Background: an optimization exercise with open tools, aiming at small area, a short achievable clock period and few clock cycles. Do not read the settings as production practice. At most, simulation tests tie the RTL to the original design; equivalence was not proved. For run 1, only the layout was checked, not whether the RTL still works. No driver is modelled on the clock port, so clocking that relies on it looks cheaper here than on a real chip. Power figures rest on the tool's default switching activity, not on a simulated workload.

==> flow/design.v <==
module rsub #(parameter W = 8) (
    input  [W-1:0] a,
    input  [W-1:0] b,
    output [W-1:0] d,
    output         ge
);
wire [W:0] c;
assign c[0] = 1'b1;
genvar i;
generate
    for (i = 0; i < W; i = i + 1) begin : bit_
        wire nb = ~b[i];
        assign d[i]   = a[i] ^ nb ^ c[i];
        assign c[i+1] = (a[i] & nb) | (a[i] & c[i]) | (nb & c[i]);
    end
endgenerate
assign ge = c[W];
endmodule
module sqrt(
    input  [8:0]  rd_in,     
    input  [1:0]  yb,        
    input  [8:0]  divisor,   
    input         zero_q,    
    input  [12:0] rs_in,     
    input  [11:0] f_in,      
    output [8:0]  rd_out,
    output [12:0] rs_out,
    output        b          
);
wire [9:0] t1 = {rd_in, yb[1]};
wire [9:0] d1;
wire       q1;
rsub #(10) s1(.a(t1), .b({1'b0, divisor}), .d(d1), .ge(q1));
wire [8:0] r1 = q1 ? d1[8:0] : t1[8:0];
wire [9:0] t2 = {r1, yb[0]};
wire [9:0] d2;
wire       q2;
rsub #(10) s2(.a(t2), .b({1'b0, divisor}), .d(d2), .ge(q2));
assign rd_out = q2 ? d2[8:0] : t2[8:0];
wire [14:0] ts = {rs_in, q1 & ~zero_q, q2 & ~zero_q};
wire [14:0] ds;
rsub #(15) s3(.a(ts), .b({1'b0, f_in, 2'b01}), .d(ds), .ge(b));
assign rs_out = b ? ds[12:0] : ts[12:0];
endmodule
module top(
    input clk,
    input rst,
    input [7:0] in_data,
    input in_valid,
    input storage_reset,
    output [11:0] out_data,
    output out_valid,
    output in_rdy,
    output [1:0] err_data,
    output err_valid
);
reg  [7:0]  xq;         
reg         vq;
reg  [24:0] S;
reg  [8:0]  N;
reg  [3:0]  st;         
reg         ov, rdy;
reg  [8:0]  Rd;
reg  [12:0] Rs;
reg  [3:0]  Fh;         
wire idle  = (st == 4'd0);
wire first = (st == 4'd1);
wire rnd   = (st == 4'd13);
wire start = idle & vq & ~in_valid;
wire [3:0] st_next = idle ? {3'd0, start} : (rnd ? 4'd0 : st + 4'd1);
wire [24:0] Sn;
sqacc U1(.s(S), .x(vq ? xq : 8'd0), .sn(Sn));
wire [8:0]  Nn = N + {8'd0, vq};
always @(posedge clk or posedge rst) begin
    if (rst) begin
        vq  <= 1'b0;
        S   <= 25'd0;
        N   <= 9'd0;
        st  <= 4'd0;
        ov  <= 1'b0;
        rdy <= 1'b1;
    end else begin
        vq  <= in_valid;
        S   <= storage_reset ? 25'd0 : Sn;
        N   <= storage_reset ? 9'd0 : Nn;
        st  <= st_next;
        ov  <= rnd;
        rdy <= (st_next == 4'd0) & ~in_valid;
    end
end
reg [1:0] yb;
always @(*) begin
    case (st)
        4'd1: yb = S[15:14];
        4'd2: yb = S[13:12];
        4'd3: yb = S[11:10];
        4'd4: yb = S[9:8];
        4'd5: yb = S[7:6];
        4'd6: yb = S[5:4];
        4'd7: yb = S[3:2];
        4'd8: yb = S[1:0];
        default: yb = 2'b00;
    endcase
end
wire [11:0] F = {Fh, first ? 8'd0 : xq};
wire [8:0]  rd_out;
wire [12:0] rs_out;
wire        b;
sqrt U0(
    .rd_in  (Rd),
    .yb     (yb),
    .divisor(N),
    .zero_q (rnd),
    .rs_in  (Rs),
    .f_in   (F),
    .rd_out (rd_out),
    .rs_out (rs_out),
    .b      (b)
);
wire [11:0] f_next = rnd ? F + {11'd0, b} : {F[10:0], b};
always @(posedge clk) begin
    xq <= idle ? in_data : f_next[7:0];
    Fh <= idle ? 4'd0 : f_next[11:8];
    Rd <= idle ? Sn[24:16] : rd_out;
    Rs <= idle ? 13'd0 : rs_out;
end
assign out_data  = {Fh, xq};
assign out_valid = ov;
assign in_rdy    = rdy;
assign err_data  = 2'b00;
assign err_valid = 1'b0;
endmodule
module sqacc(input [24:0] s, input [7:0] x, output [24:0] sn);
wire p1 = x[0] & x[1];
wire p2 = x[0] & x[2];
wire p3 = x[0] & x[3];
wire p4 = x[0] & x[4];
wire p5 = x[0] & x[5];
wire p6 = x[0] & x[6];
wire p7 = x[0] & x[7];
wire p8 = x[1] & x[2];
wire p9 = x[1] & x[3];
wire p10 = x[1] & x[4];
wire p11 = x[1] & x[5];
wire p12 = x[1] & x[6];
wire p13 = x[1] & x[7];
wire p14 = x[2] & x[3];
wire p15 = x[2] & x[4];
wire p16 = x[2] & x[5];
wire p17 = x[2] & x[6];
wire p18 = x[2] & x[7];
wire p19 = x[3] & x[4];
wire p20 = x[3] & x[5];
wire p21 = x[3] & x[6];
wire p22 = x[3] & x[7];
wire p23 = x[4] & x[5];
wire p24 = x[4] & x[6];
wire p25 = x[4] & x[7];
wire p26 = x[5] & x[6];
wire p27 = x[5] & x[7];
wire p28 = x[6] & x[7];
wire s29 = s[0] ^ x[0];
wire c30 = s[0] & x[0];
wire s31 = s[1] ^ c30;
wire c32 = s[1] & c30;
wire s33 = s[2] ^ x[1] ^ p1;
wire c34 = (s[2] & x[1]) | (s[2] & p1) | (x[1] & p1);
wire s35 = c32 ^ s33;
wire c36 = c32 & s33;
wire s37 = s[3] ^ p2 ^ c34;
wire c38 = (s[3] & p2) | (s[3] & c34) | (p2 & c34);
wire s39 = c36 ^ s37;
wire c40 = c36 & s37;
wire s41 = s[4] ^ x[2] ^ p3;
wire c42 = (s[4] & x[2]) | (s[4] & p3) | (x[2] & p3);
wire s43 = p8 ^ s41 ^ c38;
wire c44 = (p8 & s41) | (p8 & c38) | (s41 & c38);
wire s45 = c40 ^ s43;
wire c46 = c40 & s43;
wire s47 = s[5] ^ p4 ^ p9;
wire c48 = (s[5] & p4) | (s[5] & p9) | (p4 & p9);
wire s49 = c42 ^ s47 ^ c44;
wire c50 = (c42 & s47) | (c42 & c44) | (s47 & c44);
wire s51 = c46 ^ s49;
wire c52 = c46 & s49;
wire s53 = s[6] ^ x[3] ^ p5;
wire c54 = (s[6] & x[3]) | (s[6] & p5) | (x[3] & p5);
wire s55 = p10 ^ p14 ^ c48;
wire c56 = (p10 & p14) | (p10 & c48) | (p14 & c48);
wire s57 = s53 ^ s55 ^ c50;
wire c58 = (s53 & s55) | (s53 & c50) | (s55 & c50);
wire s59 = c52 ^ s57;
wire c60 = c52 & s57;
wire s61 = s[7] ^ p6 ^ p11;
wire c62 = (s[7] & p6) | (s[7] & p11) | (p6 & p11);
wire s63 = p15 ^ c54 ^ s61;
wire c64 = (p15 & c54) | (p15 & s61) | (c54 & s61);
wire s65 = c56 ^ s63 ^ c58;
wire c66 = (c56 & s63) | (c56 & c58) | (s63 & c58);
wire s67 = c60 ^ s65;
wire c68 = c60 & s65;
wire s69 = s[8] ^ x[4] ^ p7;
wire c70 = (s[8] & x[4]) | (s[8] & p7) | (x[4] & p7);
wire s71 = p12 ^ p16 ^ p19;
wire c72 = (p12 & p16) | (p12 & p19) | (p16 & p19);
wire s73 = c62 ^ s69 ^ s71;
wire c74 = (c62 & s69) | (c62 & s71) | (s69 & s71);
wire s75 = c64 ^ s73 ^ c66;
wire c76 = (c64 & s73) | (c64 & c66) | (s73 & c66);
wire s77 = c68 ^ s75;
wire c78 = c68 & s75;
wire s79 = s[9] ^ p13 ^ p17;
wire c80 = (s[9] & p13) | (s[9] & p17) | (p13 & p17);
wire s81 = p20 ^ c70 ^ c72;
wire c82 = (p20 & c70) | (p20 & c72) | (c70 & c72);
wire s83 = s79 ^ c74 ^ s81;
wire c84 = (s79 & c74) | (s79 & s81) | (c74 & s81);
wire s85 = s83 ^ c76 ^ c78;
wire c86 = (s83 & c76) | (s83 & c78) | (c76 & c78);
wire s87 = s[10] ^ x[5] ^ p18;
wire c88 = (s[10] & x[5]) | (s[10] & p18) | (x[5] & p18);
wire s89 = p21 ^ p23 ^ c80;
wire c90 = (p21 & p23) | (p21 & c80) | (p23 & c80);
wire s91 = s87 ^ c82 ^ s89;
wire c92 = (s87 & c82) | (s87 & s89) | (c82 & s89);
wire s93 = c84 ^ s91 ^ c86;
wire c94 = (c84 & s91) | (c84 & c86) | (s91 & c86);
wire s95 = s[11] ^ p22 ^ p24;
wire c96 = (s[11] & p22) | (s[11] & p24) | (p22 & p24);
wire s97 = c88 ^ s95 ^ c90;
wire c98 = (c88 & s95) | (c88 & c90) | (s95 & c90);
wire s99 = c92 ^ s97 ^ c94;
wire c100 = (c92 & s97) | (c92 & c94) | (s97 & c94);
wire s101 = s[12] ^ x[6] ^ p25;
wire c102 = (s[12] & x[6]) | (s[12] & p25) | (x[6] & p25);
wire s103 = p26 ^ c96 ^ s101;
wire c104 = (p26 & c96) | (p26 & s101) | (c96 & s101);
wire s105 = s103 ^ c98 ^ c100;
wire c106 = (s103 & c98) | (s103 & c100) | (c98 & c100);
wire s107 = s[13] ^ p27 ^ c102;
wire c108 = (s[13] & p27) | (s[13] & c102) | (p27 & c102);
wire s109 = c104 ^ s107 ^ c106;
wire c110 = (c104 & s107) | (c104 & c106) | (s107 & c106);
wire s111 = s[14] ^ x[7] ^ p28;
wire c112 = (s[14] & x[7]) | (s[14] & p28) | (x[7] & p28);
wire s113 = s111 ^ c108 ^ c110;
wire c114 = (s111 & c108) | (s111 & c110) | (c108 & c110);
wire s115 = s[15] ^ c112 ^ c114;
wire c116 = (s[15] & c112) | (s[15] & c114) | (c112 & c114);
wire s117 = s[16] ^ c116;
wire c118 = s[16] & c116;
wire s119 = s[17] ^ c118;
wire c120 = s[17] & c118;
wire s121 = s[18] ^ c120;
wire c122 = s[18] & c120;
wire s123 = s[19] ^ c122;
wire c124 = s[19] & c122;
wire s125 = s[20] ^ c124;
wire c126 = s[20] & c124;
wire s127 = s[21] ^ c126;
wire c128 = s[21] & c126;
wire s129 = s[22] ^ c128;
wire c130 = s[22] & c128;
wire s131 = s[23] ^ c130;
wire c132 = s[23] & c130;
wire s133 = s[24] ^ c132;
wire c134 = s[24] & c132;
assign sn[0] = s29;
assign sn[1] = s31;
assign sn[2] = s35;
assign sn[3] = s39;
assign sn[4] = s45;
assign sn[5] = s51;
assign sn[6] = s59;
assign sn[7] = s67;
assign sn[8] = s77;
assign sn[9] = s85;
assign sn[10] = s93;
assign sn[11] = s99;
assign sn[12] = s105;
assign sn[13] = s109;
assign sn[14] = s113;
assign sn[15] = s115;
assign sn[16] = s117;
assign sn[17] = s119;
assign sn[18] = s121;
assign sn[19] = s123;
assign sn[20] = s125;
assign sn[21] = s127;
assign sn[22] = s129;
assign sn[23] = s131;
assign sn[24] = s133;
endmodule
==> flow/flow/run.sh <==
#!/bin/bash
# The standard layout (the standard.sh, standard synthesis) with two
# changes: plain buf_1 cells as the port buffers, and a one-level clock tree
# built by flow/clock_tree.tcl before CTS (4 clkbuf_16 driving the
# flip-flops) instead of TritonCTS's H-tree.
export FLOW_CLK_BUFS=4
export FLOW_CLK_CELL=sky130_fd_sc_hd__clkbuf_16
bash standard.sh BUFFER_PORTS_ARGS="-buffer_cell sky130_fd_sc_hd__buf_1" \
  PRE_CTS_TCL="$PWD/flow/clock_tree.tcl" finish > standard.log 2>&1
==> flow/flow/clock_tree.tcl <==
# PRE_CTS hook: a one-level clock tree. The clock port drives a few clock
# buffers, each driving the flip-flops of one cluster (k-means on the
# flip-flop positions). TritonCTS then finds the clock net already buffered
# and leaves it alone.
proc my_clock_tree {nbuf cell} {
  set block [ord::get_db_block]
  set net [$block findNet clk]
  set pts {}
  foreach it [$net getITerms] {
    set b [[$it getInst] getBBox]
    lappend pts [list $it [expr {([$b xMin]+[$b xMax])/2.0}] [expr {([$b yMin]+[$b yMax])/2.0}]]
  }
  set pts [lsort -real -index 1 $pts]
  set n [llength $pts]
  # initial centres spread along x
  set cs {}
  for {set k 0} {$k < $nbuf} {incr k} {
    set p [lindex $pts [expr {int(($k + 0.5) * $n / $nbuf)}]]
    lappend cs [list [lindex $p 1] [lindex $p 2]]
  }
  for {set iter 0} {$iter < 30} {incr iter} {
    set groups {}
    for {set k 0} {$k < $nbuf} {incr k} { lappend groups {} }
    foreach p $pts {
      set best 0; set bd 1e30
      for {set k 0} {$k < $nbuf} {incr k} {
        set c [lindex $cs $k]
        set d [expr {abs([lindex $p 1]-[lindex $c 0]) + abs([lindex $p 2]-[lindex $c 1])}]
        if {$d < $bd} { set bd $d; set best $k }
      }
      lset groups $best [concat [lindex $groups $best] [list $p]]
    }
    set cs {}
    foreach g $groups {
      set sx 0; set sy 0
      foreach p $g { set sx [expr {$sx + [lindex $p 1]}]; set sy [expr {$sy + [lindex $p 2]}] }
      set m [expr {max(1, [llength $g])}]
      lappend cs [list [expr {$sx / $m}] [expr {$sy / $m}]]
    }
  }
  set dbu [$block getDbUnitsPerMicron]
  for {set k 0} {$k < $nbuf} {incr k} {
    set g [lindex $groups $k]
    if {[llength $g] == 0} continue
    set pins {}
    foreach p $g {
      set it [lindex $p 0]
      lappend pins [get_pins "[[$it getInst] getName]/[[$it getMTerm] getName]"]
    }
    set c [lindex $cs $k]
    insert_buffer -buffer_cell $cell -net clk -load_pins $pins \
      -location [list [expr {[lindex $c 0] / $dbu}] [expr {[lindex $c 1] / $dbu}]]
    puts "clock buffer $k: [llength $g] flip-flops"
  }
}
my_clock_tree $::env(FLOW_CLK_BUFS) $::env(FLOW_CLK_CELL)
==> flow/standard.sh <==
#!/bin/bash
# synth_recipe.tcl (not shown) runs the flow's synth.tcl, then flattens the netlist and writes it again
# the make line also repeats each setting of config.mk as NAME=value (left out here)
make -C /OpenROAD-flow-scripts/flow DESIGN_CONFIG=/design/flow/config.mk WORK_HOME=/design/flow/orfs CLKGATE_MAP_FILE= SYNTH_SCRIPT=/design/flow/synth_recipe.tcl "${@:-finish}"
==> flow/config.mk <==
export PLATFORM = sky130hd
export DESIGN_NAME = top
export DESIGN_NICKNAME = top
export VERILOG_FILES = /design/flow/design.v
export SDC_FILE = /design/flow/constraint.sdc
export NUM_CORES = 4
export LEC_CHECK = 0
export CAP_MARGIN = 20
export CORE_MARGIN = 2
export CORE_UTILIZATION = 40
export SLEW_MARGIN = 20
==> flow/constraint.sdc <==
create_clock -name core_clock -period 100.0 [get_ports {clk}]
set_input_delay 20.0000 -clock core_clock [delete_from_list [all_inputs] [get_ports {clk}]]
set_output_delay 20.0000 -clock core_clock [all_outputs]
set_load 0.01 [all_outputs]
==> impl_metrics.tcl, run 1 <==
set metrics [dict create \
    status "no timing/DRC/antenna violations" \
    syn_area_sq_um 5430 \
    clock_latency_ps 160 \
    cap_violations 0 \
    initial_core_util_pct 41.0 \
    hold_viol 0 \
    clkPwrFrac_pct 8.6 \
    drtIter0Drc 247 \
    wl_per_cell_um 15.5 \
    cp-start-kind "flip-flop" \
    drive_gt1_share_pct 4.05 \
    p_switching_mw 0.0781 \
    leakagePower_nw 2.65 \
    drtAntennaViolNets 0 \
    synth_seq_area_share_pct 31.4 \
    synth_top_area_share_pct 21.7 \
    grt_use_met3_pct 1.13 \
    clk_pin_slew_ps 90 \
    final_cell_area_sq_um 5700 \
    via_per_inst 5.15 \
    worst_ir_drop_vdd_mv 0.00962 \
    relSlewSlack_pct 33.9 \
    hpwlAfterDp_um 8400 \
    synth_seq_cells 75 \
    die_h_um 121 \
    finish.utilization_pct 43.1 \
    crit_slowest_cell "dfxtp_1" \
    grt-ovfl-total 0 \
    worstPathRequired_ps 80000 \
    period_minus_slack_ps 21060 \
    dieArea_sq_um 14500 \
    reg2reg_to "xq[5]" \
    critPathCaptureType "output port" \
    crit_family "flip-flops" \
    crit_chain "buf_1" \
    min_delay_path_depth 2 \
    path_max_fanout 14 \
    combPwrFrac_pct 58.6 \
    power.total_mw 0.175 \
    synth_edf_count 0 \
    synth_warnings 1 \
    n_antenna_cell 0 \
    portBuffers 25 \
    p_per_area_nw_per_um2 30.7 \
    netlist_top_cells_area "fa_1, dfrtp_1, dfxtp_1" \
    ys.flop_type "dfrtp_1" \
    async_flop_share_pct 54.7 \
    clock_skew_ps 29.1 \
    gr-max-usage-layer "met2" \
    switching_share_pct 44.6 \
    reg2reg_from "st[1]" \
    synth_cell_types 51 \
    worst_hold_path.endpoint "Rs[2]" \
    fmax_mhz 47.5 \
    drv_slew 0 \
    io-pin-count 29 \
    fin_crit_sh_pct 21.1 \
    worstMarginPinSlew_ps 992 \
    hold_class "flip-flop to flip-flop" \
    internal_power_mw 0.0971 \
    hp-start "Rs[0]" \
    finalNetCount 643 \
    r2r_cells 53 \
    drc 0 \
    grt_pass1_wl_um 19500 \
    synth_top_cell_by_area "fa_1" \
    routed_wl_um 11200 \
    rows 42 \
    use_met1_pct 22.5 \
    path_buf_inv 1 \
    ff2ff_setup_slack_ps 84360 \
    core_sq_um 13200 \
    synth_cells 542 \
    num_vias 3701 \
    grt_pass1_vias 3951 \
    worstPathArrival_ps 1060 \
    area_delta_synth_final_pct 4.93 \
    dr.pass1.iters 4 \
    die_w_um 121 \
    finalSetupViolations 0 \
    fill_cells 1296 \
    cpPeakStageDelay_ps 690 \
    timing.setup.tns_ps 0 \
    synth.avg_cell_area_sq_um 10.0 \
    grt_max_degree 46 \
    critPathKind "flip-flop to output port" \
    cts_resized 0 \
    grt_usage_pct 16.2 \
    hold_buffers 0 \
    dpl_cell_area_sq_um 5600 \
    cts_setup_buffers 0 \
    antenna_found_initial 0 \
    rsz0062_at_grt "false" \
    sequentialPowerShare_pct 32.8 \
    place_congestion 0.825 \
    gr-usage-met2_pct 28.9 \
]
## per-layer routing
metal  part of all wire [%]  vias to the layer above
met4                    1.2                        0
li1                       -                     1776
met1                     46                     1865
met5                      0                        -
met2                     50                       51
met3                    2.8                        9
## kinds of logic (layout without fill, tap and decap cells)
kind of cell	after synthesis	count (layout)	share of synthesized area, %
flops	75	75	31.4
fa+ha+maj	86	86	28.0
other cells	1	3	0.0690
buf+inv	93	92	7.39
simple gates	175	175	17.7
compound gates	77	77	9.14
xor+xnor	13	13	2.10
mux	22	22	4.24
## state kept, by name, summed over array words and instances (netlist names)
signal,cells
Rd,9
ov,1
N,9
st,4
Rs,13
S,25
Fh,4
vq,1
rdy,1
xq,8
## power by group through the flow
stage | clock network [mW] | logic, mW | registers, mW
after floorplan | 0 | 0.0869 | 0.0495
after detailed placement | 0 | 0.105 | 0.0579
after CTS | 0.0117 | 0.105 | 0.0582
after global routing | 0.0167 | 0.119 | 0.0595
after global placement | 0 | 0.100 | 0.0574
final | 0.0151 | 0.103 | 0.0574
## stage by stage
step | hold slack [ps] | instances | setup slack (ps)
CTS | 500 | 719 | 79150
detailed placement | 500 | 715 | 79160
global route | 539 | 719 | 78880
global placement | 492 | 715 | 79180
finish | 504 | 719 | 78940
floorplan | 478 | 544 | 79060
## cells in the mapped netlist (3+ instances only)
cell,number
a211oi_1,12
a21oi_1,15
a22o_1,6
a31oi_1,5
and2_1,13
and3_1,18
buf_2,6
buf_4,6
buf_6,3
clkbuf_1,16
dfrtp_1,40
dfxtp_1,34
fa_1,59
ha_1,27
inv_1,60
mux2_2,7
mux2i_1,14
nand2_1,40
nand2b_1,9
nand3_1,11
nor2_1,35
nor2b_1,27
nor3_1,3
o211ai_1,5
o21ai_0,22
o31ai_1,3
or3_1,6
xnor2_1,10
xor2_1,3
## cell type report, clock buffers not listed
cell class / instances / area [sq um] / area share (%)
timing repair buffer: 28 / 116 / 2.04
tap: 176 / 220 / 3.86
sequential: 75 / 1710 / 30.0
multi-input combinational: 376 / 3330 / 58.4
inverter: 60 / 225 / 3.95
## layout by cell type, fill, tap and decap left out, drive strengths merged, types with 8 or more instances in the layout
| cell | instances |
|---|---|
| a211oi | 12 |
| a21oi | 15 |
| and2 | 13 |
| and3 | 18 |
| buf | 28 |
| dfrtp | 40 |
| dfxtp | 34 |
| fa | 59 |
| ha | 27 |
| inv | 60 |
| mux2 | 8 |
| mux2i | 14 |
| nand2 | 40 |
| nand2b | 9 |
| nand3 | 11 |
| nor2 | 35 |
| nor2b | 27 |
| o21ai | 22 |
| xnor2 | 10 |
## worst register-to-register path, delay by kind of cell, from the launching register on
| family | cells | cell delay (ps) |
|---|---|---|
| flops | 1 | 790 |
| mux | 1 | 270 |
| fa+ha+maj | 30 | 10520 |
| compound gates | 7 | 980 |
| buf+inv | 3 | 400 |
| simple gates | 12 | 2560 |
## how the worst max path moves through the flow
stage,depth (start not counted),endpoint,from,slack [ps]
2_1_floorplan,1,N[0],rst,79060
3_3_place_gp,1,out_data[1],xq[1],79180
3_5_place_dp,1,out_data[1],xq[1],79160
4_1_cts,1,out_data[1],xq[1],79150
5_1_grt,1,out_data[1],xq[1],78880
6_report,1,out_data[3],xq[3],78940
==> run 2, diff against run 1 <==
--- a/flow/design.v
+++ b/flow/design.v
@@ -56,3 +56,3 @@
 );
-reg  [7:0]  xq;         
+reg  [7:0]  xq;
 reg         vq;
@@ -64,5 +64,9 @@
 reg  [12:0] Rs;
-reg  [3:0]  Fh;         
+reg  [11:0] F;
+always @(posedge clk)
+    xq <= in_data;
+wire [24:0] Sn;
+sqacc U1(.s(S), .x(vq ? xq : 8'd0), .sn(Sn));
+wire [8:0]  Nn = N + {8'd0, vq};
 wire idle  = (st == 4'd0);
-wire first = (st == 4'd1);
 wire rnd   = (st == 4'd13);
@@ -70,5 +74,2 @@
 wire [3:0] st_next = idle ? {3'd0, start} : (rnd ? 4'd0 : st + 4'd1);
-wire [24:0] Sn;
-sqacc U1(.s(S), .x(vq ? xq : 8'd0), .sn(Sn));
-wire [8:0]  Nn = N + {8'd0, vq};
 always @(posedge clk or posedge rst) begin
@@ -80,3 +81,3 @@
         ov  <= 1'b0;
-        rdy <= 1'b1;
+        rdy <= 1'b0;
     end else begin
@@ -87,3 +88,3 @@
         ov  <= rnd;
-        rdy <= (st_next == 4'd0) & ~in_valid;
+        rdy <= ~in_valid & (idle ? ~vq : rnd);    
     end
@@ -104,3 +105,2 @@
 end
-wire [11:0] F = {Fh, first ? 8'd0 : xq};
 wire [8:0]  rd_out;
@@ -119,10 +119,8 @@
 );
-wire [11:0] f_next = rnd ? F + {11'd0, b} : {F[10:0], b};
 always @(posedge clk) begin
-    xq <= idle ? in_data : f_next[7:0];
-    Fh <= idle ? 4'd0 : f_next[11:8];
     Rd <= idle ? Sn[24:16] : rd_out;
     Rs <= idle ? 13'd0 : rs_out;
+    F  <= idle ? 12'd0 : (rnd ? F + {11'd0, b} : {F[10:0], b});
 end
-assign out_data  = {Fh, xq};
+assign out_data  = F;
 assign out_valid = ov;
==> flow/flow/run.sh (replaced) <==
#!/bin/bash
# The standard layout (the standard.sh) with three changes:
#  1. after the standard synthesis, flow/fa_polarity.py flips full-adder
#     cells (all inputs and outputs complemented, same function) to remove
#     inverters; the result is used only if Yosys proves it equivalent to
#     the standard netlist (flow/fa_equiv.ys);
#  2. plain buf_1 cells as the port buffers;
#  3. a one-level clock tree built by flow/clock_tree.tcl before CTS
#     (4 clkbuf_16 driving the flip-flops) instead of TritonCTS's H-tree.
# Each tool's output goes to its own log file in this folder.
set -u
export FLOW_CLK_BUFS=4
export FLOW_CLK_CELL=sky130_fd_sc_hd__clkbuf_16
RES=orfs/results/sky130hd/top/base
bash standard.sh synth > synth.log 2>&1 || exit 1
cp $RES/1_2_yosys.v 1_2_yosys.std.v
if python3 flow/fa_polarity.py 1_2_yosys.std.v 1_2_yosys.fa.v > fa_polarity.log 2>&1 &&
   yosys -l fa_equiv.log -q flow/fa_equiv.ys > /dev/null 2>&1 &&
   grep -q "Equivalence successfully proven" fa_equiv.log; then
  echo "using the full-adder polarity netlist" >> fa_polarity.log
  cp 1_2_yosys.fa.v $RES/1_2_yosys.v
  rm -f $RES/1_synth.odb $RES/1_synth.sdc
else
  echo "keeping the standard netlist" >> fa_polarity.log
fi
bash standard.sh BUFFER_PORTS_ARGS="-buffer_cell sky130_fd_sc_hd__buf_1" \
  PRE_CTS_TCL="$PWD/flow/clock_tree.tcl" finish > standard.log 2>&1
==> flow/flow/fa_equiv.ys (new file) <==
# Prove the full-adder polarity netlist equivalent to the standard netlist.
read_liberty -ignore_miss_func /OpenROAD-flow-scripts/flow/platforms/sky130hd/lib/sky130_fd_sc_hd__tt_025C_1v80.lib
read_verilog 1_2_yosys.std.v
rename top gold
read_verilog 1_2_yosys.fa.v
rename top gate
flatten
async2sync
rename -hide w:*.*
opt_clean -purge
equiv_make gold gate eq
hierarchy -top eq
equiv_simple -seq 2
equiv_induct
equiv_status -assert
==> flow/flow/fa_polarity.py (new file) <==
#!/usr/bin/env python3
"""Remove inverters around full-adder cells in a flat gate-level netlist.

A full adder is self-dual: FA(~a,~b,~c) = (~sum, ~cout). Each fa cell may so
be "flipped" (all its inputs and outputs complemented) without changing the
circuit's function. This script chooses flips that minimise the number of
inverters needed and rewrites the netlist. Only inv_1/clkinv_1 cells whose
nets are internal are rebuilt; every other cell keeps its function.

usage: fa_polarity.py IN.v OUT.v
"""
import re, sys, random

OUTPINS = {"X", "Y", "Q", "Q_N", "SUM", "COUT", "HI", "LO"}
INV = {"sky130_fd_sc_hd__inv_1", "sky130_fd_sc_hd__clkinv_1"}
FA = {"sky130_fd_sc_hd__fa_1", "sky130_fd_sc_hd__fa_2", "sky130_fd_sc_hd__fa_4"}

src = open(sys.argv[1]).read()
inst_re = re.compile(r"^(\s*)(sky130_fd_sc_hd__\w+)\s+(\S+)\s*\((.*?)\);\n", re.S | re.M)
pin_re = re.compile(r"\.(\w+)\(\s*(.*?)\s*\)\s*(?:,|$)", re.S)

insts = []
for m in inst_re.finditer(src):
    pins = [(p, n.strip()) for p, n in pin_re.findall(m.group(4))]
    insts.append({"span": m.span(), "ind": m.group(1), "type": m.group(2),
                  "name": m.group(3), "pins": pins})

hdr = re.search(r"module\s+\w+\s*\((.*?)\);", src, re.S).group(1)
special = set()
for d in re.findall(r"^\s*(?:input|output|inout)\b([^;]*);", src, re.M):
    d = re.sub(r"\[[^\]]*\]", " ", d)
    for t in d.replace(",", " ").split():
        special.add(t)
assign_txt = " ".join(re.findall(r"^\s*assign\s+(.*?);", src, re.M | re.S))

def base(n):
    return re.sub(r"\s*\[\d+\]$", "", n.lstrip("\\").strip())

def is_special(n):
    b = base(n)
    return b in special or (n.strip() in assign_txt) or b in assign_txt

driver = {}
for i, c in enumerate(insts):
    for p, n in c["pins"]:
        if p in OUTPINS:
            driver[n] = (i, p)

# inverters we may rebuild
rebuild = set()
for i, c in enumerate(insts):
    if c["type"] in INV:
        d = dict(c["pins"])
        if not is_special(d["Y"]) and not is_special(d["A"]):
            rebuild.add(i)

def root(n):
    pol = 0
    seen = 0
    while n in driver and driver[n][0] in rebuild and seen < 100:
        i = driver[n][0]
        n = dict(insts[i]["pins"])["A"]
        pol ^= 1
        seen += 1
    return n, pol

fas = [i for i, c in enumerate(insts) if c["type"] in FA]
fa_index = {i: k for k, i in enumerate(fas)}

# consumers: (root, needed polarity, fa index or None)
cons = {}   # root -> list of (pol, fa or None)
for i, c in enumerate(insts):
    if i in rebuild:
        continue
    for p, n in c["pins"]:
        if p in OUTPINS:
            continue
        r, pol = root(n)
        cons.setdefault(r, []).append((pol, fa_index.get(i)))
# nets referenced by ports / assigns with rebuilt-inverter drivers
for n in list(driver):
    if is_special(n) and driver[n][0] in rebuild:
        r, pol = root(n)
        cons.setdefault(r, []).append((pol, None))

# source of each root: fa output?
src_fa = {}
for i in fas:
    for p, n in insts[i]["pins"]:
        if p in ("SUM", "COUT"):
            src_fa[n] = fa_index[i]

def cost(flip):
    tot = 0
    for r, lst in cons.items():
        sp = flip[src_fa[r]] if r in src_fa else 0
        need = set(pol ^ (flip[f] if f is not None else 0) for pol, f in lst)
        if any(q != sp for q in need):
            tot += 1
    return tot

# roots touched by each fa
touch = {k: set() for k in range(len(fas))}
for r, lst in cons.items():
    for pol, f in lst:
        if f is not None:
            touch[f].add(r)
for r, f in src_fa.items():
    touch[f].add(r)

def local_cost(flip, roots):
    tot = 0
    for r in roots:
        lst = cons.get(r, [])
        sp = flip[src_fa[r]] if r in src_fa else 0
        if any((pol ^ (flip[f] if f is not None else 0)) != sp for pol, f in lst):
            tot += 1
    return tot

best = [0] * len(fas)
bestc = cost(best)
start_cost = bestc
rng = random.Random(1)
for restart in range(30):
    flip = best[:] if restart == 0 else [rng.randint(0, 1) for _ in fas]
    improved = True
    while improved:
        improved = False
        for k in range(len(fas)):
            before = local_cost(flip, touch[k])
            flip[k] ^= 1
            after = local_cost(flip, touch[k])
            if after < before:
                improved = True
            else:
                flip[k] ^= 1
    c = cost(flip)
    if c < bestc:
        best, bestc = flip, c
print(f"fa cells {len(fas)}, rebuildable inverters {len(rebuild)}, "
      f"inverters needed: before {start_cost}, after {bestc}", file=sys.stderr)

# rebuild netlist
flip = best
newwires = []
newinsts = []
cnt = [0]
def fmt(n):
    return n + " " if n.startswith("\\") else n

def fresh(prefix):
    cnt[0] += 1
    return f"{prefix}{cnt[0]}_"

pol_net = {}  # (root, pol) -> net name
for r in cons:
    sp = flip[src_fa[r]] if r in src_fa else 0
    pol_net[(r, sp)] = r if sp == 0 else None  # filled below for flipped fa
for r, f in src_fa.items():
    if flip[f]:
        n = fresh("fapn_")
        newwires.append(n)
        pol_net[(r, 1)] = n
        pol_net[(r, 0)] = None

def net_for(r, pol):
    k = (r, pol)
    if pol_net.get(k):
        return pol_net[k]
    other = pol_net.get((r, pol ^ 1))
    if other is None:
        other = r
        pol_net[(r, pol ^ 1)] = r
    if pol == 0 and r in src_fa and flip[src_fa[r]]:
        n = r   # keep the original name for the true polarity
    else:
        n = fresh("fapi_")
        newwires.append(n)
    newinsts.append(("sky130_fd_sc_hd__inv_1", fresh("fapinv_"), [("A", other), ("Y", n)]))
    pol_net[k] = n
    return n

out = []
last = 0
for i, c in enumerate(insts):
    s, e = c["span"]
    out.append(src[last:s])
    last = e
    if i in rebuild:
        d = dict(c["pins"])
        if is_special(d["Y"]):
            r, pol = root(d["Y"])
            out.append(f"{c['ind']}{c['type']} {c['name']} (\n    .A({fmt(net_for(r, pol ^ 1))}),\n    .Y({fmt(d['Y'])})\n  );\n")
            # note: keeps the port-facing inverter, input rebuilt
        continue
    f = fa_index.get(i)
    fl = flip[f] if f is not None else 0
    pins = []
    for p, n in c["pins"]:
        if p in OUTPINS:
            if fl and p in ("SUM", "COUT"):
                n = pol_net[(n, 1)]
            pins.append((p, n))
        else:
            r, pol = root(n)
            pins.append((p, net_for(r, pol ^ fl)))
    body = ",\n".join(f"    .{p}({fmt(n)})" for p, n in pins)
    out.append(f"{c['ind']}{c['type']} {c['name']} (\n{body}\n  );\n")
out.append(src[last:])
txt = "".join(out)
decl = "".join(f"  wire {w};\n" for w in newwires)
body = "".join(f"  {t} {nm} (\n" + ",\n".join(f"    .{p}({fmt(n)})" for p, n in pins) + "\n  );\n"
               for t, nm, pins in newinsts)
k = txt.rfind("endmodule")
txt = txt[:k] + decl + body + txt[k:]
open(sys.argv[2], "w").write(txt)
==> run 2 against run 1 <==
  * Still clean
  * Flip-flop and latch count up 8
  * Setup slack improved by 190 ps
  * Hold slack gained 0.91 ps
  * Die area down 3.0%
  * Wire length decreased by 14%
  * First-iteration DRC count fell by 28%
  * Final cell count fell by 6.1%
  * Synthesized area fell by 3.1%
  * Combinational power down 34%
  * Sequential power is 2% lower
  * Critical endpoint is now out_data[2]
  * Largest cell class unchanged
==> impl_metrics.tcl, run 2 <==
set metrics [dict create \
    status "no timing/DRC/antenna violations" \
    clk_pin_slew_ps 120 \
    cpPeakStageDelay_ps 500 \
    die_w_um 119 \
    num_vias 3363 \
    place_congestion 0.812 \
    final.setup.worst_slack_ps 79130 \
    worstPathArrival_ps 870 \
    hold_class "flip-flop to flip-flop" \
    clock_skew_ps 53.8 \
    finalSetupViolations 0 \
    grt_max_degree 42 \
    rows 41 \
    layout_common_cells "fa_1, dfxtp_1, nand2_1" \
    period_minus_slack_ps 20870 \
    area_delta_synth_final_pct 5.92 \
    hold_buffers 0 \
    dieArea_sq_um 14100 \
    timing.setup.tns_ps 0 \
    cp-start-kind "flip-flop" \
    grt_pass1_wl_um 17000 \
    io-pin-count 29 \
    n_antenna_cell 0 \
    final_common_cell "fa_1" \
    rsz0062_at_grt "false" \
    synth_cells 493 \
    grt-ovfl-total 0 \
    worstMarginPinSlew_ps 935 \
    largest_register_ff_count 25 \
    grt_usage_pct 14.3 \
    cts_setup_buffers 0 \
    leakagePower_nw 2.59 \
    top_register "S" \
    hold_viol 0 \
    crit_family "flip-flops" \
    dp_cells 671 \
    wl_per_cell_um 14.1 \
    worst_ir_drop_vdd_mv 0.0138 \
    drc 0 \
    cap_violations 0 \
    drv_slew 0 \
    finish.utilization_pct 43.8 \
    relSlewSlack_pct 37.6 \
    reg_top3 "S: 25 flops, Rs: 13 flops, F: 12 flops" \
    fmax_mhz 47.9 \
    initial_core_util_pct 41.4 \
    path_buf_inv 1 \
    clock_latency_ps 180 \
    hpwlAfterDp_um 7330 \
    cts_resized 0 \
    syn_area_sq_um 5270 \
    dr.pass1.iters 4 \
    critPathKind "flip-flop to output port" \
    routed_wl_um 9540 \
    synth.avg_cell_area_sq_um 10.7 \
    portBuffers 25 \
    fin_crit_sh_pct 20.9 \
    pre_cts_ws_ps 79200 \
    drtIter0Drc 177 \
    via_per_inst 4.98 \
    core_sq_um 12700 \
    grt_pass1_vias 3427 \
    crit_chain "buf_1" \
    crit_slowest_cell "dfxtp_1" \
    drive_gt1_share_pct 4.37 \
    antenna_found_initial 0 \
    path_max_fanout 8 \
    p_per_area_nw_per_um2 25.0 \
    drtAntennaViolNets 0 \
    critPathCaptureType "output port" \
    finalNetCount 603 \
    synth_warnings 1 \
    final_cell_count_no_fill 675 \
    worstPathRequired_ps 80000 \
    die_h_um 119 \
]
==> run 2: final timing paths <==
kind	from	end	slack, ps	cells past startpoint
max reg2reg	st[0]	F[11]	84710	49
min in group asynchronous	rst	rdy	19980	2
min reg2reg	Rs[4]	Rs[6]	510	2
min	Rs[4]	Rs[6]	510	2
max in group asynchronous	rst	S[5]	79430	2
max	F[2]	out_data[2]	79130	1
==> run 2: layout make-up, clock buffers not listed <==
type,count,area [sq um]
well taps,172,215
multi-input cells,350,3140
flip-flops and latches,83,1870
repair buffers,27,109
inverters,39,146
fillers,1284,7140
==> run 2: metrics by stage <==
stage	total power, mW	cell area [sq um]	hold slack (ps)
global placement	0.124	5480	479
global route	0.156	5580	541
floorplan	0.110	5270	471
detailed placement	0.126	5480	488
CTS	0.139	5580	491
finish	0.140	5580	505
==> run 2: per-layer routing <==
| layer | vias to the layer above | routed length, um | global-route usage (%) |
|---|---|---|---|
| met5 | - | 0 | 0 |
| met4 | 0 | 106 | 1.19 |
| met3 | 6 | 173 | 0.483 |
| met2 | 28 | 4590 | 23.7 |
| met1 | 1677 | 4670 | 21.7 |
| li1 | 1652 | - | - |
==> run 2: where the power goes <==
group / switching (mW) / total [mW] / internal, mW / leakage (nW)
registers: 0.0122 / 0.0564 / 0.0442 / 0.901
clock network: 0.00843 / 0.0157 / 0.00729 / 0.0493
logic: 0.0353 / 0.0676 / 0.0323 / 1.64
Testbench counts of run 2, summed over its fixed seeds: cycles 9,702.
==> run 3, diff against run 2 <==
--- a/flow/design.v
+++ b/flow/design.v
@@ -57,3 +57,3 @@
 reg  [7:0]  xq;
-reg         vq;
+reg         vq, srq;
 reg  [24:0] S;
@@ -68,4 +68,4 @@
 wire [24:0] Sn;
-sqacc U1(.s(S), .x(vq ? xq : 8'd0), .sn(Sn));
-wire [8:0]  Nn = N + {8'd0, vq};
+sqacc U1(.s(srq ? 25'd0 : S), .x(vq ? xq : 8'd0), .sn(Sn));
+wire [8:0]  Nn = (srq ? 9'd0 : N) + {8'd0, vq};
 wire idle  = (st == 4'd0);
@@ -77,2 +77,3 @@
         vq  <= 1'b0;
+        srq <= 1'b0;
         S   <= 25'd0;
@@ -81,10 +82,11 @@
         ov  <= 1'b0;
-        rdy <= 1'b0;
+        rdy <= 1'b1;
     end else begin
         vq  <= in_valid;
-        S   <= storage_reset ? 25'd0 : Sn;
-        N   <= storage_reset ? 9'd0 : Nn;
+        srq <= storage_reset;
+        S   <= Sn;
+        N   <= Nn;
         st  <= st_next;
         ov  <= rnd;
-        rdy <= ~in_valid & (idle ? ~vq : rnd);    
+        rdy <= (st_next == 4'd0) & ~in_valid;
     end
==> run 3 against run 2 <==
  * Still clean on timing, DRC and antenna
  * Wire length grew 4.0%
  * Fmax is essentially flat
  * Power grew 5.6%
  * Via count grew 4.2%
  * Highest routed layer unchanged
==> impl_metrics.tcl, run 3 <==
set metrics [dict create \
    status "no timing/DRC/antenna violations" \
    clk_pin_slew_ps 100 \
    ff2ff_setup_slack_ps 84810 \
    path_buf_inv 1 \
    wl_per_cell_um 14.1 \
    crit_chain "buf_1" \
    cts_resized 0 \
    worstMarginPinSlew_ps 910 \
    fmax_mhz 47.9 \
    synth_cells 521 \
    worst_ir_drop_vdd_mv 0.00898 \
    crit_family "flip-flops" \
    grt_max_degree 45 \
    via_per_inst 4.98 \
    final.setup.worst_slack_ps 79140 \
    place_congestion 0.796 \
    path_max_fanout 7 \
    relSlewSlack_pct 39.2 \
    power.total_mw 0.148 \
    die_h_um 120 \
    reg_top3 "S: 25 flops, Rs: 13 flops, F: 12 flops" \
    grt_pass1_wl_um 17500 \
    p_per_area_nw_per_um2 26.1 \
    fill_cells 1307 \
    initial_core_util_pct 40.7 \
    final_common_cell "fa_1" \
    num_vias 3504 \
    finalSetupViolations 0 \
    clock_latency_ps 170 \
    portBuffers 25 \
    period_minus_slack_ps 20860 \
    drive_gt1_share_pct 3.03 \
    timing.setup.tns_ps 0 \
    crit_path_end "out_data[2]" \
    cpPeakStageDelay_ps 480 \
    cp.depth 1 \
    worstPathRequired_ps 80000 \
    cap_violations 0 \
    synth_warnings 1 \
    synth.avg_cell_area_sq_um 10.3 \
    cp-start-kind "flip-flop" \
    clock_skew_ps 26.7 \
    dr.pass1.iters 4 \
    worstPathArrival_ps 860 \
    reg2reg_to "F[11]" \
    dieArea_sq_um 14300 \
    multi_input_area_sq_um 3170 \
    routed_wl_um 9930 \
    hpwlAfterDp_um 7560 \
    cts_setup_buffers 0 \
    r2r_cells 50 \
    grt_pass1_vias 3655 \
    drv_slew 0 \
    die_w_um 120 \
    leakagePower_nw 2.64 \
    n_antenna_cell 0 \
    finalNetCount 628 \
    crit_start "F[2]" \
    dpl_cell_area_sq_um 5560 \
    core_sq_um 13100 \
    syn_area_sq_um 5350 \
    critPathKind "flip-flop to output port" \
    hold_viol 0 \
    crit_slowest_cell "dfxtp_1" \
    rsz0062_at_grt "false" \
    reg2reg_from "st[0]" \
    drtIter0Drc 112 \
    area_delta_synth_final_pct 5.75 \
    fin_crit_sh_pct 20.9 \
    critPathCaptureType "output port" \
    grt-ovfl-total 0 \
    top_register "S" \
    drtAntennaViolNets 0 \
    final_cell_area_sq_um 5660 \
    drc 0 \
    hold_buffers 0 \
    rows 42 \
    pre_cts_ws_ps 79090 \
    seq_area_sq_um 1890 \
    largest_register_ff_count 25 \
    layout_common_cells "fa_1, nand2_1, dfxtp_1, inv_1, dfrtp_1" \
    grt_usage_pct 14.5 \
    min_delay_path_depth 2 \
    antenna_found_initial 0 \
    hold_class "flip-flop to flip-flop" \
    io-pin-count 29 \
]
-- run 3: changes by cell type in the layout (fill, tap and decap cells not counted), moves of 3 or more --
cell	delta
a21oi_1	+9
inv_1	+5
mux2_2	-7
nand2_1	+12
nand2b_1	+4
nand3_1	+10
nand3b_1	+3
nor2b_1	-7
o21ai_0	-4
o21ai_1	-3
-- run 3: power breakdown --
group | internal (mW) | total [mW] | switching (mW)
Clock | 0.00731 | 0.0161 | 0.00878
Combinational | 0.0330 | 0.0725 | 0.0394
Sequential | 0.0460 | 0.0590 | 0.0129
-- run 3: routing by layer --
layer	wire, um	vias up	GRT usage (%)
li1	-	1730	-
met1	4390	1733	19.4
met2	5200	33	26.9
met3	208	8	0.570
met4	123	0	1.47
met5	0	-	0
-- run 3: worst min-delay path by stage --
stage,slack [ps],endpoint,from
final,480,Rs[7],Rs[5]
after global routing,510,Rs[7],Rs[5]
after CTS,490,Rs[8],Rs[6]
after detailed placement,490,Rs[8],Rs[6]
after global placement,480,Rs[12],Rs[10]
after floorplan,470,Rs[10],Rs[8]
-- run 3: final cells by class, clock buffers not listed --
cell class                      instances  share of cell area, %
Sequential cell                        84                   33.5
Timing Repair Buffer                   28                   2.06
Multi-Input combinational cell        369                   56.0
Inverter                               43                   2.85
Tap cell                              176                   3.89
-- run 3: stage by stage --
stage / utilization (%) / hold slack (ps) / instances
finish: 43.1 / 484 / 704
global route: 43.1 / 511 / 704
CTS: 43.1 / 490 / 704
detailed placement: 42.3 / 488 / 700
global placement: 42.3 / 483 / 700
floorplan: - / 471 / 523
-- run 3: worst reg2reg max path, delay by kind of cell, from the launching register on --
kind	cells	cell delay (ps)
AO/OA/AOI/OAI	7	910
adder cells (fa/ha/maj)	30	10230
buffers and inverters	3	180
flip-flops	1	750
AND/OR/NAND/NOR	10	3050
Testbench counts of run 3, summed over its fixed seeds: cycles 9,702.
==> run 4, diff against run 3 <==
--- a/flow/design.v
+++ b/flow/design.v
@@ -57,3 +57,3 @@
 reg  [7:0]  xq;
-reg         vq, srq;
+reg         vq;
 reg  [24:0] S;
@@ -68,4 +68,4 @@
 wire [24:0] Sn;
-sqacc U1(.s(srq ? 25'd0 : S), .x(vq ? xq : 8'd0), .sn(Sn));
-wire [8:0]  Nn = (srq ? 9'd0 : N) + {8'd0, vq};
+sqacc U1(.s(S), .x(vq ? xq : 8'd0), .sn(Sn));
+wire [8:0]  Nn = N + {8'd0, vq};
 wire idle  = (st == 4'd0);
@@ -77,3 +77,2 @@
         vq  <= 1'b0;
-        srq <= 1'b0;
         S   <= 25'd0;
@@ -82,11 +81,10 @@
         ov  <= 1'b0;
-        rdy <= 1'b1;
+        rdy <= 1'b0;
     end else begin
         vq  <= in_valid;
-        srq <= storage_reset;
-        S   <= Sn;
-        N   <= Nn;
+        S   <= storage_reset ? 25'd0 : Sn;
+        N   <= storage_reset ? 9'd0 : Nn;
         st  <= st_next;
         ov  <= rnd;
-        rdy <= (st_next == 4'd0) & ~in_valid;
+        rdy <= ~in_valid & (idle ? ~vq : rnd);    
     end
--- a/flow/flow/run.sh
+++ b/flow/flow/run.sh
@@ -8,6 +8,6 @@
 #  3. a one-level clock tree built by flow/clock_tree.tcl before CTS
-#     (4 clkbuf_16 driving the flip-flops) instead of TritonCTS's H-tree.
+#     (4 clkbuf_16, each driving a quarter of the flip-flops) instead of TritonCTS's H-tree.
 # Each tool's output goes to its own log file in this folder.
 set -u
-export FLOW_CLK_BUFS=4
+
 export FLOW_CLK_CELL=sky130_fd_sc_hd__clkbuf_16
==> flow/flow/clock_tree.tcl (replaced) <==
# PRE_CTS hook: a one-level clock tree. The clock port drives four clock
# buffers; each drives one quarter of the flip-flops (split at the median x,
# then each half at its median y), placed at the quarter's centre. TritonCTS
# then finds the clock net already buffered and leaves it alone.
proc my_clock_tree {cell} {
  set block [ord::get_db_block]
  set net [$block findNet clk]
  set pts {}
  foreach it [$net getITerms] {
    set b [[$it getInst] getBBox]
    lappend pts [list $it [expr {([$b xMin]+[$b xMax])/2.0}] [expr {([$b yMin]+[$b yMax])/2.0}]]
  }
  set pts [lsort -real -index 1 $pts]
  set h [expr {[llength $pts] / 2}]
  set groups {}
  foreach half [list [lrange $pts 0 [expr {$h - 1}]] [lrange $pts $h end]] {
    set half [lsort -real -index 2 $half]
    set q [expr {[llength $half] / 2}]
    lappend groups [lrange $half 0 [expr {$q - 1}]] [lrange $half $q end]
  }
  set dbu [$block getDbUnitsPerMicron]
  set k 0
  foreach g $groups {
    set pins {}
    set sx 0; set sy 0
    foreach p $g {
      set it [lindex $p 0]
      lappend pins [get_pins "[[$it getInst] getName]/[[$it getMTerm] getName]"]
      set sx [expr {$sx + [lindex $p 1]}]; set sy [expr {$sy + [lindex $p 2]}]
    }
    set n [llength $g]
    insert_buffer -buffer_cell $cell -net clk -load_pins $pins \
      -location [list [expr {$sx / $n / $dbu}] [expr {$sy / $n / $dbu}]]
    puts "clock buffer $k: $n flip-flops"
    incr k
  }
}
my_clock_tree $::env(FLOW_CLK_CELL)
--- a/flow/config.mk
+++ b/flow/config.mk
@@ -9,3 +9,3 @@
 export CORE_MARGIN = 2
-export CORE_UTILIZATION = 40
+export CORE_UTILIZATION = 65
 export SLEW_MARGIN = 20
==> run 4 against run 3 <==
  * Final cell count is 14% lower
  * Global-route usage increased by 8.3 points
  * Register-to-register slack better by 260 ps
  * Largest power group unchanged
  * Critical endpoint is now out_data[3]
  * Critical path depth unchanged
  * Combinational power down 5.9%
  * Still clean
  * Core utilization increased by 27 points
  * Sequential power down 4.7%
  * Final area fell by 2.7%
  * Hold slack gained 11 ps
  * Clock skew decreased by 19 ps
  * Flip-flop and latch count shrank 1
==> impl_metrics.tcl, run 4 <==
set metrics [dict create \
    status "no timing/DRC/antenna violations" \
    fin_crit_sh_pct 20.8 \
    timing.setup.tns_ps 0 \
    grt_max_degree 42 \
    grt_pass1_wl_um 16100 \
    hold_viol 0 \
    antenna_found_initial 0 \
    synth_warnings 1 \
    dpl_cell_area_sq_um 5410 \
    synth_cells 493 \
    rows 32 \
    final_cell_area_sq_um 5510 \
    initial_core_util_pct 67.5 \
    drc 0 \
    hold_buffers 0 \
    rsz0062_at_grt "false" \
    drv_slew 0 \
    dp_cells 603 \
    path_max_fanout 8 \
    syn_area_sq_um 5270 \
    crit_chain "buf_1" \
    core_sq_um 7810 \
    synth.avg_cell_area_sq_um 10.7 \
    period_minus_slack_ps 20830 \
    clock_skew_ps 7.34 \
    crit_slowest_cell "dfxtp_1" \
    cap_violations 0 \
    dieArea_sq_um 8840 \
    cpPeakStageDelay_ps 490 \
    cp-start-kind "flip-flop" \
    relSlewSlack_pct 51.2 \
    routed_wl_um 9460 \
    fill_cells 616 \
    path_buf_inv 1 \
    critPathCaptureType "output port" \
    largest_register_ff_count 25 \
    drtAntennaViolNets 0 \
    num_vias 3411 \
    crit_family "flip-flops" \
    leakagePower_nw 2.59 \
    cts_resized 0 \
    finalSetupViolations 0 \
    io-pin-count 29 \
    die_w_um 94.0 \
    worst_ir_drop_vdd_mv 0.0197 \
    top_register "S" \
    layout_common_cells "fa_1, dfxtp_1, nand2_1" \
    dr.pass1.iters 6 \
    finalNetCount 605 \
    worstMarginPinSlew_ps 733 \
    cts_setup_buffers 0 \
    n_antenna_cell 0 \
    area_delta_synth_final_pct 4.54 \
    grt_pass1_vias 3342 \
    die_h_um 94.0 \
    power.total_mw 0.141 \
    reg_top3 "S: 25 flops, Rs: 13 flops, F: 12 flops" \
    hpwlAfterDp_um 7160 \
    worstPathArrival_ps 830 \
    clock_latency_ps 150 \
    grt_usage_pct 22.7 \
    hold_class "flip-flop to flip-flop" \
    place_congestion 0.811 \
    drtIter0Drc 93 \
    clk_pin_slew_ps 90 \
    critPathKind "flip-flop to output port" \
    fmax_mhz 48.0 \
    drive_gt1_share_pct 4.55 \
    final_cell_count_no_fill 607 \
    worst_hold_slack_ps 495 \
    final_common_cell "fa_1" \
    wl_per_cell_um 15.6 \
    grt-ovfl-total 0 \
    via_per_inst 5.62 \
    p_per_area_nw_per_um2 25.5 \
    worstPathRequired_ps 80000 \
    portBuffers 25 \
]
[run 4: worst paths after layout]
path | startpoint | to | slack, ps | cells after the start
setup / recovery | F[3] | out_data[3] | 79170 | 1
hold / removal | Rs[7] | Rs[9] | 490 | 2
setup reg to reg | st[1] | F[10] | 85070 | 51
hold reg to reg | Rs[7] | Rs[9] | 490 | 2
max in group asynchronous | rst | S[20] | 79720 | 3
min in group asynchronous | rst | S[2] | 19930 | 3
[run 4: area by class of cell, clock buffers not listed]
| cell class | count | area, sq um | share of cell area [%] |
|---|---|---|---|
| inverters | 39 | 146 | 2.66 |
| multi-input cells | 350 | 3140 | 57.0 |
| well taps | 102 | 128 | 2.32 |
| repair buffers | 29 | 124 | 2.25 |
| flip-flops and latches | 83 | 1870 | 33.9 |
[run 4: where the power goes]
group	switching, mW	internal (mW)	total, mW	leakage [nW]
Sequential	0.0120	0.0442	0.0562	0.901
Clock	0.00884	0.00731	0.0161	0.0493
Combinational	0.0355	0.0327	0.0682	1.64
[run 4: per-stage QoR]
step	setup WS, ps	utilization, %
finish	79170	70.5
global route	79130	70.5
CTS	79340	70.5
detailed placement	79350	69.2
global placement	79360	69.2
floorplan	79050	-
[run 4: worst register-to-register path, delay by kind of cell, from the launching register on]
kind / cells / cell delay [ps]
xor+xnor: 1 / 170
fa+ha+maj: 31 / 10800
buf+inv: 4 / 460
compound gates: 6 / 1000
simple gates: 9 / 1850
flops: 1 / 590
[run 4: routing by layer]
layer | global-route usage (%) | routed length, um | up-vias | part of all wire (%)
met5 | 0 | 0 | - | 0
met4 | 0.966 | 62 | 0 | 0.66
met3 | 2.57 | 478 | 5 | 5.1
met2 | 37.2 | 4280 | 75 | 45
met1 | 34.9 | 4640 | 1683 | 49
li1 | - | - | 1648 | -
Testbench counts of run 4, summed over its fixed seeds: cycles 9,702.
==> run 5, diff against run 4 <==
--- a/flow/config.mk
+++ b/flow/config.mk
@@ -9,3 +9,3 @@
 export CORE_MARGIN = 2
-export CORE_UTILIZATION = 65
+export CORE_UTILIZATION = 40
 export SLEW_MARGIN = 20
==> run 5 against run 4 <==
  * Still clean
  * Sequential power hardly changed
  * Hold slack improved by 9.2 ps
  * Power down 0.58%
  * First-iteration DRC count is 100% higher
  * Sequential share of layout area decreased by 0.44 points
  * Critical endpoint is now out_data[2]
==> impl_metrics.tcl, run 5 <==
set metrics [dict create \
    path_buf_inv 1 \
    drive_gt1_share_pct 4.37 \
    die_h_um 119 \
    portBuffers 25 \
    finalNetCount 603 \
    period_minus_slack_ps 20830 \
    dpl_cell_area_sq_um 5480 \
    worstMarginPinSlew_ps 935 \
    grt_pass1_wl_um 17200 \
    n_antenna_cell 0 \
    path_max_fanout 8 \
    critPathKind "flip-flop to output port" \
    drc 0 \
    antenna_found_initial 0 \
    final_cell_area_sq_um 5580 \
    reg2reg_from "st[1]" \
    top_register "S" \
    grt_usage_pct 14.4 \
    clock_latency_ps 150 \
    place_congestion 0.812 \
    crit_family "flip-flops" \
    worst_ir_drop_vdd_mv 0.0134 \
    grt_pass1_vias 3443 \
    relSlewSlack_pct 37.7 \
    status "no timing/DRC/antenna violations" \
    drtIter0Drc 190 \
    via_per_inst 4.97 \
    hpwlAfterDp_um 7330 \
    fin_crit_sh_pct 20.8 \
    ff2ff_setup_slack_ps 84740 \
    rsz0062_at_grt "false" \
    dp_cells 671 \
    worst_hold_path.endpoint "Rs[9]" \
    area_delta_synth_final_pct 5.92 \
    reg_top3 "S: 25 flops, Rs: 13 flops, F: 12 flops" \
    routed_wl_um 9550 \
    clk_pin_slew_ps 80 \
    grt-ovfl-total 0 \
    hp-start "Rs[7]" \
    num_vias 3352 \
    syn_area_sq_um 5270 \
    finalSetupViolations 0 \
    wl_per_cell_um 14.1 \
    io-pin-count 29 \
    cap_violations 0 \
    synth_cells 493 \
    worstPathArrival_ps 830 \
    power.total_mw 0.140 \
    largest_register_ff_count 25 \
    worstPathRequired_ps 80000 \
    final_cell_count_no_fill 675 \
    hold_viol 0 \
    initial_core_util_pct 41.4 \
    crit_slowest_cell "dfxtp_1" \
    timing.setup.tns_ps 0 \
    synth_warnings 1 \
    dieArea_sq_um 14100 \
    grt_max_degree 42 \
    cp-start-kind "flip-flop" \
    clock_skew_ps 10.3 \
    dr.pass1.iters 4 \
    fmax_mhz 48.0 \
    cts_resized 0 \
    drv_slew 0 \
    p_per_area_nw_per_um2 25.0 \
    critPathCaptureType "output port" \
    hold_class "flip-flop to flip-flop" \
    reg2reg_to "F[11]" \
    drtAntennaViolNets 0 \
    cpPeakStageDelay_ps 490 \
    synth.avg_cell_area_sq_um 10.7 \
    core_sq_um 12700 \
    layout_common_cells "fa_1, dfxtp_1, nand2_1" \
    final_common_cell "fa_1" \
    leakagePower_nw 2.59 \
    finish.utilization_pct 43.8 \
    rows 41 \
    die_w_um 119 \
    r2r_cells 49 \
    hold_buffers 0 \
    min_delay_path_depth 2 \
    cts_setup_buffers 0 \
    crit_chain "buf_1" \
]
[run 5: cell type report, clock buffers not listed]
cell class | instances | area (sq um)
flip-flops and latches | 83 | 1870
well taps | 172 | 215
fillers | 1284 | 7140
repair buffers | 27 | 109
multi-input cells | 350 | 3140
inverters | 39 | 146
[run 5: power breakdown]
group / switching [mW] / internal (mW) / leakage, nW / total (mW)
sequential: 0.0121 / 0.0442 / 0.901 / 0.0563
clock: 0.00854 / 0.00729 / 0.0493 / 0.0158
combinational: 0.0353 / 0.0323 / 1.64 / 0.0676
[run 5: stage by stage]
stage          hold WS (ps)  setup WS (ps)
6_report                504          79170
5_1_grt                 536          79120
4_1_cts                 491          79200
3_5_place_dp            488          79200
3_3_place_gp            479          79220
2_1_floorplan           471          79050
[run 5: worst max path at each step]
stage	startpoint	endpoint	cells after the start
floorplan	rst	N[0]	1
global placement	rst	S[23]	2
detailed placement	rst	rdy	2
CTS	rst	rdy	2
global route	F[5]	out_data[5]	1
finish	F[2]	out_data[2]	1
[run 5: routing by layer]
layer,vias to the layer above,routed length [um],global-route usage [%]
met5,-,0,0
met4,0,117,1.34
met3,5,144,0.434
met2,26,4590,23.6
met1,1671,4700,22.2
li1,1650,-,-
==> run 6, diff against run 5 <==
--- a/flow/design.v
+++ b/flow/design.v
@@ -77,4 +77,2 @@
         vq  <= 1'b0;
-        S   <= 25'd0;
-        N   <= 9'd0;
         st  <= 4'd0;
@@ -84,4 +82,2 @@
         vq  <= in_valid;
-        S   <= storage_reset ? 25'd0 : Sn;
-        N   <= storage_reset ? 9'd0 : Nn;
         st  <= st_next;
@@ -90,2 +86,6 @@
     end
+end
+always @(posedge clk) begin
+    S <= (rst | storage_reset) ? 25'd0 : Sn;
+    N <= (rst | storage_reset) ? 9'd0 : Nn;
 end
==> run 6 against run 5 <==
  * Still clean on timing, DRC and antenna
  * Synthesized cell count increased by 7.1%
  * Synthesized area decreased by 1.4%
  * Global-route usage increased by 0.34 points
  * Setup slack got worse by 7.6 ps
  * Critical endpoint is now out_data[8]
  * Largest power group unchanged
  * Highest routed layer unchanged
==> impl_metrics.tcl, run 6 <==
set metrics [dict create \
    worstPathRequired_ps 80000 \
    rows 41 \
    path_max_fanout 9 \
    timing.setup.tns_ps 0 \
    relSlewSlack_pct 50.5 \
    syn_area_sq_um 5190 \
    drive_gt1_share_pct 3.36 \
    hold_buffers 0 \
    crit_start "F[8]" \
    place_congestion 0.782 \
    worst_ir_drop_vdd_mv 0.00952 \
    p_per_area_nw_per_um2 22.9 \
    critPathKind "flip-flop to output port" \
    worstMarginPinSlew_ps 743 \
    synth.avg_cell_area_sq_um 9.83 \
    clock_skew_ps 10.2 \
    synth_cells 528 \
    via_per_inst 4.97 \
    worst_hold_path.endpoint "N[7]" \
    finalNetCount 636 \
    grt_pass1_wl_um 17300 \
    die_w_um 118 \
    fmax_mhz 48.0 \
    r2r_cells 55 \
    rsz0062_at_grt "false" \
    cts_setup_buffers 0 \
    largest_register_ff_count 25 \
    io-pin-count 29 \
    reg2reg_to "F[10]" \
    hpwlAfterDp_um 7800 \
    drc 0 \
    hold_viol 0 \
    grt_max_degree 34 \
    status "no timing/DRC/antenna violations" \
    n_antenna_cell 0 \
    crit_family "flip-flops" \
    die_h_um 118 \
    crit_chain "buf_1" \
    cap_violations 0 \
    path_buf_inv 1 \
    layout_common_cells "dfxtp_1, nand2_1, fa_1" \
    fin_crit_sh_pct 20.8 \
    portBuffers 25 \
    antenna_found_initial 0 \
    wl_per_cell_um 14.2 \
    initial_core_util_pct 41.0 \
    finalSetupViolations 0 \
    worstPathArrival_ps 840 \
    drtIter0Drc 111 \
    drtAntennaViolNets 0 \
    period_minus_slack_ps 20840 \
    crit_slowest_cell "dfxtp_1" \
    critPathCaptureType "output port" \
    routed_wl_um 10000 \
    reg_top3 "S: 25 flops, Rs: 13 flops, F: 12 flops" \
    dr.pass1.iters 4 \
    final_common_cell "dfxtp_1" \
    grt_usage_pct 14.8 \
    clock_latency_ps 150 \
    top_register "S" \
    leakagePower_nw 2.53 \
    area_delta_synth_final_pct 5.98 \
    cpPeakStageDelay_ps 500 \
    ff2ff_setup_slack_ps 85380 \
    fill_cells 1261 \
    hp-start "N[7]" \
    min_delay_path_depth 2 \
    grt-ovfl-total 0 \
    drv_slew 0 \
    hold_class "flip-flop to flip-flop" \
    cts_resized 0 \
    reg2reg_from "st[1]" \
    synth_warnings 1 \
    power.total_mw 0.126 \
    grt_pass1_vias 3622 \
    dieArea_sq_um 13900 \
    cp-start-kind "flip-flop" \
    num_vias 3521 \
    core_sq_um 12700 \
    clk_pin_slew_ps 80 \
]
==> run 6: metrics by stage <==
step | instances | hold slack, ps | utilization (%) | setup slack, ps | cell area, sq um
global route | 708 | 525 | 43.4 | 79090 | 5500
floorplan | 530 | 458 | - | 79380 | 5200
detailed placement | 704 | 489 | 42.6 | 79300 | 5400
finish | 708 | 496 | 43.4 | 79160 | 5500
global placement | 704 | 474 | 42.6 | 79330 | 5400
CTS | 708 | 489 | 43.4 | 79300 | 5500
==> run 6: final cells by class, clock buffers not listed <==
type / instances / area, sq um / area share (%)
flip-flops and latches: 83 / 1700 / 30.8
multi-input cells: 376 / 3200 / 58.1
well taps: 172 / 215 / 3.91
repair buffers: 30 / 131 / 2.39
inverters: 43 / 161 / 2.93
==> run 6: how the worst max path moves through the flow <==
stage,endpoint,depth (start not counted)
3_3_place_gp,N[7],3
2_1_floorplan,N[5],3
5_1_grt,out_data[8],1
3_5_place_dp,N[7],3
6_report,out_data[8],1
4_1_cts,N[7],3
==> run 6: report_power, final <==
part	leakage [nW]	internal [mW]	switching (mW)	total, mW
registers	0.716	0.0424	0.0120	0.0544
logic	1.76	0.0257	0.0301	0.0558
clock network	0.0493	0.00729	0.00839	0.0157
total	2.53	0.0754	0.0505	0.126
==> run 6: routing by layer <==
metal  vias to the layer above  wire length (um)  GRT usage [%]
li1                       1743                 -              -
met1                      1723              4870           20.6
met2                        43              4780           26.0
met3                        12               215          0.678
met4                         0               159           2.03
met5                         -                 0              0
Testbench counts of run 6, summed over its fixed seeds: cycles 9,702.

==> port drivers added, routing unchanged <==
How much do the figures lean on ideal ports? The routed layouts below were timed once more, with nothing changed but the port constraints.
Step 1: set_driving_cell puts a clkbuf_16 on clk and a buf_2 on each other input, an assumption about the parent block.
Step 2 moves the port delays by t, midway between the first and last clock arrival at a register: inputs arrive t later, outputs are due t later. That takes back most of the time a late clock gives input paths.
a / b / c = ideal / step 1 / step 2; a / b = the first two.
run	t (ns)	setup WS [ns]	worst setup path after step 2	clock arrival spread, ns	worst slew at a driven data input, ns
run 1	0.225	78.942 / 78.860 / 79.085	register to output	0.029 / 0.029	0.03
run 2	0.228	79.133 / 79.055 / 79.255	input, reset recovery	0.053 / 0.053	0.03
run 3	0.238	79.145 / 79.059 / 79.076	input to register	0.027 / 0.026	0.03
run 4	0.228	79.168 / 79.089 / 79.317	register to output	0.007 / 0.007	0.03
run 5	0.226	79.169 / 79.090 / 79.287	input, reset recovery	0.010 / 0.010	0.03
run 6	0.228	79.162 / 79.081 / 79.296	input to register	0.011 / 0.010	0.03
After both steps every run listed still meets setup and hold. For run 3, which loses most, drivers alone change the setup slack by -0.086 ns; drivers and shift together by -0.069 ns. The worst setup slack also covers recovery checks on asynchronous resets.
